What follows belongs to an exercise in optimizing a design on an open flow for a short achievable clock period and few clock cycles; a production flow would make more cautious choices. Only simulation tests tie the RTL to the original design; equivalence was not proved. No activity file was given, so power comes from the tool's default toggle rates.

==> build 12 <==
==> flow/design.v (excerpt) <==
module as2650(
	input reset,
	output [12:0] adr,
	input [7:0] dbus_in,
	output [7:0] dbus_out,
	output oeb,
	output rw,
	output opreq,
	output wrp,
	output m_io,
	output d_c,
	input sense,
	output flag,
	input clk
);
	localparam F     = 5'd0;   
	localparam OP1   = 5'd1;   
	localparam REL1  = 5'd2;   
	localparam ABSH  = 5'd3;   
	localparam ABSL  = 5'd4;   
	localparam INDH  = 5'd5;   
	localparam INDL  = 5'd6;   
	localparam DATA  = 5'd7;   
	localparam WR    = 5'd8;   
	localparam IOR   = 5'd9;   
	localparam IOW   = 5'd10;  
	localparam IOWL  = 5'd11;  
	localparam MUL   = 5'd12;  
	localparam RETL  = 5'd13;  
	localparam BRT   = 5'd14;  
	localparam BRL   = 5'd15;  
	localparam BR2   = 5'd16;  
	localparam BIND1 = 5'd17;  
	localparam BIND2 = 5'd18;  
	localparam BX1   = 5'd19;  
	localparam BX2   = 5'd20;  
	localparam BXI1  = 5'd21;  
	localparam BXI2  = 5'd22;  
	localparam HALT  = 5'd23;
	localparam MUL2  = 5'd24;  
	localparam EX_NONE = 3'd0;
	localparam EX_ALU  = 3'd1;  
	localparam EX_ROT  = 3'd2;
	localparam EX_MISC = 3'd3;  
	localparam EX_MUL  = 3'd4;
	localparam EX_HALU = 3'd5;  
	reg [7:0] r0;
	reg [7:0] r1, r2, r3;
	reg [7:0] s1, s2, s3;
	reg [14:0] pc;
	reg [6:0] psu;
	reg psu7;
	reg [7:0] psl;
	reg [14:0] stack[7:0];
	reg [7:0] addr_buff;
	reg [1:0] idx_ctrl;
	reg [4:0] ph;
	reg [24:0] pho;  
	reg [2:0] ex;
	reg [5:0] exo;           
	reg op_add, op_sub, op_str, op_cmp;  
	reg [7:0] ir;
	reg [7:0] holding;
	reg push_pend;        
	reg [14:0] ret_r;
	reg [9:0] pp0, pp1, pp2, pp3;
  ...
export LEC_CHECK = 0
export ABC_CLOCK_PERIOD_IN_PS = 3000
export CAP_MARGIN = 20
export CORE_MARGIN = 2
export CORE_UTILIZATION = 40
export SETUP_SLACK_MARGIN = 4.5
export SLEW_MARGIN = 20
export SYNTH_HIERARCHICAL = 1
create_clock -name core_clock -period 8.0 [get_ports {clk}]
run.sh (not shown) runs the stock make flow with config.mk's settings and CLKGATE_MAP_FILE= SYNTH_SCRIPT=/design/flow/synth_recipe.tcl, a recipe that flattens the netlist after the stock synthesis.
==> inputs of trial 86, as changes to build 12 <==
--- a/flow/design.v
+++ b/flow/design.v
@@ -56,12 +56,10 @@
 	reg [7:0] addr_buff;
 	reg [1:0] idx_ctrl;
 	reg [4:0] ph;
 	reg [24:0] pho;  
 	reg [2:0] ex;
-	reg [5:0] exo;           
-	reg op_add, op_sub, op_str, op_cmp;  
 	reg [7:0] ir;
 	reg [7:0] holding;
 	reg push_pend;        
 	reg [14:0] ret_r;
 	reg [9:0] pp0, pp1, pp2, pp3;
@@ -207,13 +205,13 @@
 	wire d_wrt = d[4] && !d[3] && (dhi == 4'hB || dhi == 4'hF) && !d[2];
 	wire d_rot = d[4] && !d[3] && (dhi == 4'h5 || dhi == 4'hD) && !d[2];
 	wire d_misc1 = d == 8'h10 || d == 8'h11 || d == 8'h12 || d == 8'h13 ||
 		d == 8'h91 || d == 8'h92 || d == 8'h93;
 	wire d_mul = d == 8'h90;
-	wire e_pend = !exo[EX_NONE];
+	wire e_pend = ex != EX_NONE;
 	wire br_defer = !d_uncond && e_pend;
-	wire ret_defer = exo[EX_MISC] || push_pend || (d[1:0] != 2'b11 && e_pend);
+	wire ret_defer = ex == EX_MISC || push_pend || (d[1:0] != 2'b11 && e_pend);
 	reg [6:0] ob_lo;
 	reg [5:0] ob_hi, ob_hi_p1, ob_hi_m1;
 	wire [14:0] ob_hi_p1_w = inc15({9'd0, pc_p2[12:7]});
 	wire [14:0] ob_hi_m1_w = dec15({9'd0, pc_p2[12:7]});
 	wire [12:0] abs_base = {addr_buff[4:0], d};
@@ -232,11 +230,11 @@
 	wire [7:0] st_data = addr_buff[6:5] != 0 ? r0 : rn;
 	wire push_early = is_call(hi) && ir != 8'hBB;
 	wire [2:0] aop = ir[7:5];
 	wire cin_add = psl[3] && psl[0];
 	wire cin_sub = !psl[3] || psl[0];
-	wire a_arith = op_add || op_sub || op_cmp;
+	wire a_arith = aop == 3'd4 || aop == 3'd5 || aop == 3'd7;
 	reg [7:0] a_res;
 	always @(*) begin
 		case(aop)
 			3'd1: a_res = rn ^ d;
 			3'd2: a_res = rn & d;
@@ -245,23 +243,23 @@
 		endcase
 	end
 	function sum_zero(input [7:0] a, input [7:0] b, input ci);
 		sum_zero = &((a ^ b) ~^ {a[6:0] | b[6:0], ci});
 	endfunction
-	wire is_add = op_add;
-	wire alu_ci = is_add ? cin_add : (op_sub ? cin_sub : 1'b1);
-	reg [7:0] ea, hb;
+	wire is_add = aop == 3'd4;
+	wire alu_ci = is_add ? cin_add : (aop == 3'd5 ? cin_sub : 1'b1);
+	wire [7:0] h_b = is_add ? holding : ~holding;
 	wire [8:0] h9;
-	as2650_add8 u_h9(.a(ea), .b(hb), .ci(alu_ci), .s(h9));
+	as2650_add8 u_h9(.a(rn), .b(h_b), .ci(alu_ci), .s(h9));
 	wire [7:0] h_res = h9[7:0];
-	wire h_zero = sum_zero(ea, hb, alu_ci);
+	wire h_zero = sum_zero(rn, h_b, alu_ci);
 	wire [1:0] h_cc = {h9[7], !h9[7] && !h_zero};
-	wire h_c = h9[8] && !(hb == 8'hFF && alu_ci);
-	wire [1:0] h_cmp = (psl[1] || ea[7] == holding[7]) ?
-		(!h9[8] ? 2'b10 : (h_zero ? 2'b00 : 2'b01)) : (ea[7] ? 2'b10 : 2'b01);
+	wire h_c = h9[8] && !(h_b == 8'hFF && alu_ci);
+	wire [1:0] h_cmp = (psl[1] || rn[7] == holding[7]) ?
+		(!h9[8] ? 2'b10 : (h_zero ? 2'b00 : 2'b01)) : (rn[7] ? 2'b10 : 2'b01);
 	wire [1:0] a_dest = (ir[3:2] == 2'b11 && idx_ctrl != 0) ? 2'd0 : ir[1:0];
-	wire z_arith = op_add || op_sub || op_cmp;
+	wire z_arith = aop == 3'd4 || aop == 3'd5 || aop == 3'd7;
 	wire [7:0] z_b = is_add ? rn : ~rn;
 	wire [8:0] z9;
 	as2650_add8 u_z9(.a(r0), .b(z_b), .ci(alu_ci), .s(z9));
 	wire z_zero = sum_zero(r0, z_b, alu_ci);
 	wire [1:0] z_cc = {z9[7], !z9[7] && !z_zero};
@@ -290,16 +288,10 @@
 				r1 <= s1; r2 <= s2; r3 <= s3;
 				s1 <= r1; s2 <= r2; s3 <= r3;
 			end
 		end
 	endtask
-	task set_ex(input [2:0] k);
-		begin
-			ex <= k;
-			exo <= 6'd1 << k;
-		end
-	endtask
 	task go(input [4:0] p);
 		begin
 			ph <= p;
 			pho <= 25'd1 << p;
 		end
@@ -376,19 +368,19 @@
 		({15{pho[BIND2]}} & {2'b00, d[4:0], addr_buff}) | ({15{pc_sel_rest}} & pc_early);
 	wire ra_sel_rest = !(pho[F] || sel_sum || pho[BIND2] || pho[BR2]);
 	wire [12:0] r_addr_nx = ({13{pho[F]}} & f_pc[12:0]) | ({13{sel_sum}} & sum_addr) |
 		({13{pho[BIND2]}} & {d[4:0], addr_buff}) | ({13{pho[BR2]}} & {hi_tmp[4:0], d}) |
 		({13{ra_sel_rest}} & r_addr_early);
-	wire e_zalu = pho[F] && exo[EX_ALU];
-	wire e_halu = pho[F] && exo[EX_HALU];
-	wire cc_r0 = (e_zalu && op_str) || (pho[F] && exo[EX_MISC] && (ir == 8'h12 || ir == 8'h13));
-	wire cc_zl = e_zalu && !z_arith && !op_str;
-	wire cc_zc = e_zalu && op_cmp;
-	wire cc_za = e_zalu && z_arith && !op_cmp;
-	wire cc_rot = pho[F] && exo[EX_ROT];
-	wire cc_hc = e_halu && op_cmp;
-	wire cc_ha = e_halu && !op_cmp;
+	wire e_zalu = pho[F] && ex == EX_ALU;
+	wire e_halu = pho[F] && ex == EX_HALU;
+	wire cc_r0 = (e_zalu && aop == 3'd6) || (pho[F] && ex == EX_MISC && (ir == 8'h12 || ir == 8'h13));
+	wire cc_zl = e_zalu && !z_arith && aop != 3'd6;
+	wire cc_zc = e_zalu && aop == 3'd7;
+	wire cc_za = e_zalu && z_arith && aop != 3'd7;
+	wire cc_rot = pho[F] && ex == EX_ROT;
+	wire cc_hc = e_halu && aop == 3'd7;
+	wire cc_ha = e_halu && aop != 3'd7;
 	wire cc_al = ((pho[OP1] && !ir[4]) || pho[DATA]) && !a_arith;
 	wire cc_tu = pho[OP1] && (ir == 8'hB4 || ir == 8'hB6);
 	wire cc_tl = pho[OP1] && (ir == 8'hB5 || ir == 8'hB7);
 	wire cc_tm = pho[OP1] && ir[7:2] == 6'b111101;
 	wire cc_io = pho[IOR];
@@ -426,11 +418,11 @@
 			psu <= 0;
 			psu7 <= 0;
 			psl <= 0;
 			go(F);
 			push_pend <= 0;
-			set_ex(EX_NONE);
+			ex <= EX_NONE;
 			r_addr <= 0;
 			r_opreq <= 1;
 			r_rw <= 0;
 			r_oeb <= 1;
 			r_m_io <= 1;
@@ -448,11 +440,11 @@
 			if(push_pend) psu[2:0] <= sp + 3'd1;
 			case(ph)
 			F: begin
 				case(ex)
 					EX_ALU: begin
-						if(op_str) begin  
+						if(aop == 3'd6) begin  
 							write_reg(ir[1:0], r0);
 							;  
 						end else if(!z_arith) begin
 							;  
 							r0 <= z_logic;
@@ -502,28 +494,24 @@
 						write_reg(2'd3, mul_res[15:8]);
 					end
 					default: ;
 				endcase
 				ir <= d;
-				op_add <= d[7:5] == 3'd4;
-				op_sub <= d[7:5] == 3'd5;
-				op_str <= d[7:5] == 3'd6;
-				op_cmp <= d[7:5] == 3'd7;
 				irs <= 4'b0001 << d[1:0];
 				ob_lo <= pc_p2[6:0];
 				xlo_r <= {1'b0, pc_p2[6:0]};
 				ob_hi <= pc_p2[12:7];
 				ob_hi_p1 <= ob_hi_p1_w[5:0];
 				ob_hi_m1 <= ob_hi_m1_w[5:0];
-				set_ex(EX_NONE);
+				ex <= EX_NONE;
 				go(F);
 				if(d == 8'h40) begin  
 					go(HALT);
 					r_opreq <= 0;
 				end else if(d[4] == 0) begin
 					if(d[3:2] == 2'b00) begin
-						set_ex(d == 8'hC0 ? EX_NONE : EX_ALU);
+						ex <= d == 8'hC0 ? EX_NONE : EX_ALU;
 					end else if(d[3:2] == 2'b01) begin
 						go(OP1);
 					end else if(d[3:2] == 2'b10) begin
 						go(REL1);
 					end else begin
@@ -567,13 +555,13 @@
 						r_oeb <= 0;
 						r_wrp <= 1;
 						b_buf <= rd;
 					end
 				end else if(d_rot) begin
-					set_ex(EX_ROT);
+					ex <= EX_ROT;
 				end else if(d_misc1) begin
-					set_ex(EX_MISC);
+					ex <= EX_MISC;
 				end else if(d_mul) begin
 					go(MUL);
 					r_opreq <= 0;
 				end else begin  
 					go(OP1);
@@ -582,13 +570,11 @@
 			OP1: begin
 				go(F);
 				if(!ir[4]) begin  
 					if(a_arith) begin
 						holding <= d;
-						ea <= rn;
-						hb <= is_add ? d : ~d;
-						set_ex(EX_HALU);
+						ex <= EX_HALU;
 					end else begin
 						;  
 						write_reg(ir[1:0], a_res);
 					end
 				end else begin
@@ -606,13 +592,11 @@
 			end
 			DATA: begin
 				go(F);
 				if(a_arith) begin
 					holding <= d;
-						ea <= rn;
-						hb <= is_add ? d : ~d;
-					set_ex(EX_HALU);
+					ex <= EX_HALU;
 				end else begin
 					;  
 					write_reg(a_dest, a_res);
 				end
 			end
@@ -683,11 +667,11 @@
 				go(MUL2);
 			end
 			MUL2: begin
 				mp_lo <= {2'b00, pp0} + {pp1, 2'b00};
 				mp_hi <= {2'b00, pp2} + {pp3, 2'b00};
-				set_ex(EX_MUL);
+				ex <= EX_MUL;
 				go(F);
 				r_opreq <= 1;
 			end
 			RETL: begin
 				r_opreq <= 1;
@@ -757,35 +741,35 @@
 				go(F);
 			end
 			default: ;
 			endcase
 			if(cc_we) psl[7:6] <= cc_nx;
-			if(pho[F] && exo[EX_ALU] && z_arith) begin
-				if(op_cmp) begin
+			if(pho[F] && ex == EX_ALU && z_arith) begin
+				if(aop == 3'd7) begin
 					;  
 				end else begin
 					;  
 					r0 <= z9[7:0];
 					psl[5] <= z9[4];
 					psl[2] <= r0[7] == rn[7] && z9[7] != r0[7];
 					psl[0] <= z_c;
 				end
 			end
-			if(pho[F] && exo[EX_HALU]) begin
-				if(op_cmp) begin
+			if(pho[F] && ex == EX_HALU) begin
+				if(aop == 3'd7) begin
 					;  
 				end else begin
 					;  
 					write_reg(a_dest, h_res);
 					psl[5] <= h_res[4];
-					psl[2] <= ea[7] == holding[7] && h_res[7] != ea[7];
+					psl[2] <= rn[7] == holding[7] && h_res[7] != rn[7];
 					psl[0] <= h_c;
 				end
 			end
 		end
 	end
-	wire e_push = pho[F] && exo[EX_MISC] && ir == 8'h11;
+	wire e_push = pho[F] && ex == EX_MISC && ir == 8'h11;
 	always @(posedge clk) begin
 		if(push_pend) stack[sp] <= ret_r;
 		if(e_push) begin
 			stack[sp_m1][7:0] <= r0;
 			stack[sp][14:8] <= r1[6:0];
==> qor summary <==
metric                                                          build 12      trial 86
Outcome                                 no timing/DRC/antenna violations  no timing/DRC/antenna violations
Reported net switching power                                  0.007074 W    0.008285 W
Highest clock rate                                             246.5 MHz     274.4 MHz
Synthesis-to-finish area growth                                   20.01%        20.48%
Fraction of layout cells with a size suffix above 1               19.67%        19.66%
Floorplan row count                                                  109           108
Share of power burned in registers                                 21.7%         18.9%
Clock Sink Count                                                     430           412
Portion of total power attributed to the clock network             17.7%         15.2%
Number of diodes added for antenna fixing                              5             4
Clock network contribution to total cell area                     3.969%        4.049%
Final wirelength                                               184000 um     178400 um
Power consumed by the clock network                            0.00247 W     0.00241 W
Capture endpoint of the worst hold path                         mp_lo[0]      mp_hi[0]
Storage element area                                        0.01151 mm^2  0.01101 mm^2
Buf+Inv Stages, Crit Path                                              1             4
Share of total power in combinational logic                        60.5%         65.9%
Final-layout clock buffer total                                       61            60
WP data arrival                                                  4570 ps       4150 ps
Post-synthesis xor/xnor area fraction                             4.598%        4.545%
Count of flip-flops with a built-in enable after synthesis           287           274
Wire length on met1                                             68390 um      68140 um
Number of gates resized after cts                                    282           263
Tapcell count                                                       1165          1155
Testbench counts of build 12, summed over its fixed seeds: cycles 21,388.
Testbench counts of trial 86, summed over its fixed seeds: cycles 21,388.


==> v25 <==
as2650, a different RTL version from the one above (not shown whole).
==> flow/design.v (excerpt) <==
module as2650(
	input reset,
	output [12:0] adr,
	input [7:0] dbus_in,
	output [7:0] dbus_out,
	output oeb,
	output rw,
	output opreq,
	output wrp,
	output m_io,
	output d_c,
	input sense,
	output flag,
	input clk
);
==> flow/config.mk <==
export PLATFORM = sky130hd
export DESIGN_NAME = as2650
export DESIGN_NICKNAME = as2650
export VERILOG_FILES = /design/flow/design.v
export SDC_FILE = /design/flow/constraint.sdc
export NUM_CORES = 4
export LEC_CHECK = 0
export ABC_CLOCK_PERIOD_IN_PS = 3000
export CAP_MARGIN = 20
export CORE_MARGIN = 2
export CORE_UTILIZATION = 40
export SETUP_SLACK_MARGIN = 4.5
export SLEW_MARGIN = 20
export SYNTH_HIERARCHICAL = 1
==> flow/constraint.sdc <==
create_clock -name core_clock -period 8.0 [get_ports {clk}]
set_input_delay 1.6000 -clock core_clock [delete_from_list [all_inputs] [get_ports {clk}]]
set_output_delay 1.6000 -clock core_clock [all_outputs]
set_load 0.01 [all_outputs]
==> v30 (differences from v25) <==
--- a/flow/design.v
+++ b/flow/design.v
@@ -186,16 +186,13 @@
 	wire ir_reg_nz = hi == 4'hD ? nz_inc[ir[1:0]] : (hi == 4'hF ? nz_dec[ir[1:0]] : nz_any[ir[1:0]]);
 	wire br_taken = is_regbr(hi) ? ir_reg_nz : cc_taken(hi, ir[1:0]);
 	wire ret_taken = ir[1:0] == 2'b11 || ir[1:0] == psl[7:6];
 	wire [3:0] dhi = d[7:4];
 	wire [7:0] rd = regsel(d[1:0]);
 	wire d_reg_nz = dhi == 4'hD ? nz_inc[d[1:0]] : (dhi == 4'hF ? nz_dec[d[1:0]] : nz_any[d[1:0]]);
-	wire [3:0] cc_eq = {psl[7:6] == 2'd3, psl[7:6] == 2'd2, psl[7:6] == 2'd1, psl[7:6] == 2'd0};
-	wire [3:0] cc_t = cc_eq | 4'b1000;
-	wire d_taken = d[6] ? (d[7] ? (d[5] ? nz_dec[d[1:0]] : nz_inc[d[1:0]]) : nz_any[d[1:0]]) :
-		(d[7] ? !cc_eq[d[1:0]] : cc_t[d[1:0]]);
+	wire d_taken = is_regbr(dhi) ? d_reg_nz : cc_taken(dhi, d[1:0]);
 	wire d_ret_taken = d[1:0] == 2'b11 || d[1:0] == psl[7:6];
 	wire d_branch = d[4] && d[3];
 	wire d_zbr = d == 8'h9B || d == 8'hBB;
 	wire d_bxa = d == 8'h9F || d == 8'hBF;
 	wire d_uncond = (dhi == 4'h1 || dhi == 4'h3) && d[1:0] == 2'b11;
 	wire d_ret = d[4] && !d[3] && (dhi == 4'h1 || dhi == 4'h3) && d[2];
@@ -301,14 +298,14 @@
 			r_oeb <= 0;
 			r_wrp <= 1;
 			b_buf <= v;
 		end
 	endtask
 	wire rel_mode = pho[REL1] || pho[BRT] || pho[BRL];
-	reg [7:0] xlo_r;
-	wire [7:0] x_lo = xlo_r;
+	wire x_idx = pho[ABSL] ? (!addr_buff[7] && addr_buff[6:5] != 0) : (pho[INDL] && ind_idx != 0);
+	wire [7:0] x_lo = x_idx ? idxv : ((pho[BX2] && !addr_buff[7]) ? r3 : (rel_mode ? {1'b0, ob_lo} : 8'd0));
 	wire [7:0] d_lo = rel_mode ? {1'b0, d[6:0]} : d;
 	wire [8:0] sum_lo;
 	as2650_add8 u_sum_lo(.a(x_lo), .b(d_lo), .ci(pho[REL1]), .s(sum_lo));
 	wire [5:0] up_c0 = d[6] ? ob_hi_m1 : ob_hi;
 	wire [5:0] up_c1 = d[6] ? ob_hi : ob_hi_p1;
 	wire [12:0] rel_addr = {sum_lo[7] ? up_c1 : up_c0, sum_lo[6:0]};
@@ -407,13 +404,12 @@
 			r_d_c <= 0;
 			r_wrp <= 0;
 			b_buf <= 0;
 			idx_ctrl <= 0;
 		end else if(ph != HALT) begin
 			psu7 <= sense;
-			xlo_r <= 8'd0;
 			pc <= pc_nx;
 			r_addr <= r_addr_nx;
 			push_pend <= 0;
 			if(push_pend) begin
 				stack[sp] <= ret_r;
 				psu[2:0] <= sp + 3'd1;
@@ -477,13 +473,12 @@
 					end
 					default: ;
 				endcase
 				ir <= d;
 				irs <= 4'b0001 << d[1:0];
 				ob_lo <= pc_p2[6:0];
-				xlo_r <= {1'b0, pc_p2[6:0]};
 				ob_hi <= pc_p2[12:7];
 				ob_hi_p1 <= ob_hi_p1_w[5:0];
 				ob_hi_m1 <= ob_hi_m1_w[5:0];
 				ex <= EX_NONE;
 				go(F);
 				if(d == 8'h40) begin  
@@ -595,13 +590,12 @@
 					start_write(st_data);
 				end else begin
 					go(DATA);
 				end
 			end
 			ABSH: begin
-				xlo_r <= (d[7] || d[6:5] == 2'b00) ? 8'd0 : idx_val(d[6:5]);
 				addr_buff <= d;
 				ab_p1_r <= d_p1_w[6:0];
 				idxv <= idx_val(d[6:5]);
 				go(ABSL);
 			end
 			ABSL: begin
@@ -612,13 +606,12 @@
 					if(addr_buff[6:5] != 0) write_reg(ir[1:0], idxv);
 					if(is_store) start_write(st_data);
 					else go(DATA);
 				end
 			end
 			INDH: begin
-				xlo_r <= ind_idx != 0 ? idxv : 8'd0;
 				addr_buff <= d;
 				ab_p1_r <= d_p1_w[6:0];
 				go(INDL);
 			end
 			INDL: begin
 				if(ind_idx != 0) write_reg(ir[1:0], idxv);
@@ -687,13 +680,12 @@
 					stack[sp] <= pc;
 					psu[2:0] <= sp + 3'd1;
 				end
 				go(F);
 			end
 			BX1: begin
-				xlo_r <= d[7] ? 8'd0 : r3;
 				addr_buff <= d;
 				ab_p1_r <= d_p1_w[6:0];
 				go(BX2);
 			end
 			BX2: begin
 				if(ir[5]) begin  
==> qor.yml <==
routing:
  vias_per_cell: 7.20
  routedWlPerCell_um: 36.0
  drt-total-wl_um: 193000
synth:
  syn_inst: 4080
status:
  status: "no timing/DRC/antenna violations"
final_layout:
  syn_to_final_growth_pct: 29.4
  multi_input_area_share_pct: 57.3
  nonClkBufAreaFrac_pct: 11.6
worst_setup_path:
  worst_r2r_endpoint: "r0[4]"
timing:
  worst_pin_slew_ns: 1.14
clock_network:
  cts-resized-gates: 346
(the above is from v25)
==> qor.yml <==
status:
  status: "no timing/DRC/antenna violations"
final_layout:
  nonClkBufAreaFrac_pct: 11.6
  signal_buffers: 502
  ff_latch_area_mm2: 0.00955
  syn_to_final_growth_pct: 28.7
  multi_input_area_share_pct: 57.1
  diodes: 12
synth:
  synth-main-ff-cell: "edfxtp_1"
routing:
  drt-total-wl_um: 191000
  routedWlPerCell_um: 34.9
worst_setup_path:
  worst_r2r_endpoint: "pc[3]"
  cp_slowest_stage_delay_ns: 0.88
clock_network:
  cts-resized-gates: 404
(the above is from v30)
Testbench counts of v25, summed over its fixed seeds: cycles 21,343.
Testbench counts of v30, summed over its fixed seeds: cycles 21,343.

## re-timing with driven ports
Ports are ideal in the flow. The routed layouts listed here were re-timed in OpenROAD.
Step 1 assumes that a clkbuf_16 drives the clock port and a buf_2 every other input.
Step 2 moves the port delays by t, midway between the first and last clock arrival at a register: inputs arrive t later, outputs are due t later. That takes back most of the time a late clock gives input paths.
Three values: ideal ports, drivers, drivers and shift; two values: the first two.
run	t (ns)	setup slack, ns	clock arrival spread, ns	worst data-port slew with drivers (ns)
build 12	0.712	3.944 / 3.943 / 3.503	0.039 / 0.038	0.09
trial 86	0.709	4.356 / 4.366 / 3.670	0.052 / 0.052	0.09
v25	0.702	4.312 / 4.282 / 3.579	0.030 / 0.029	0.22
v30	0.713	4.000 / 4.000 / 3.370	0.029 / 0.030	0.09
After both steps setup and hold are still met in every run listed. The setup slack of v25, which loses most, moves by -0.030 ns with the drivers and by -0.733 ns with both steps.
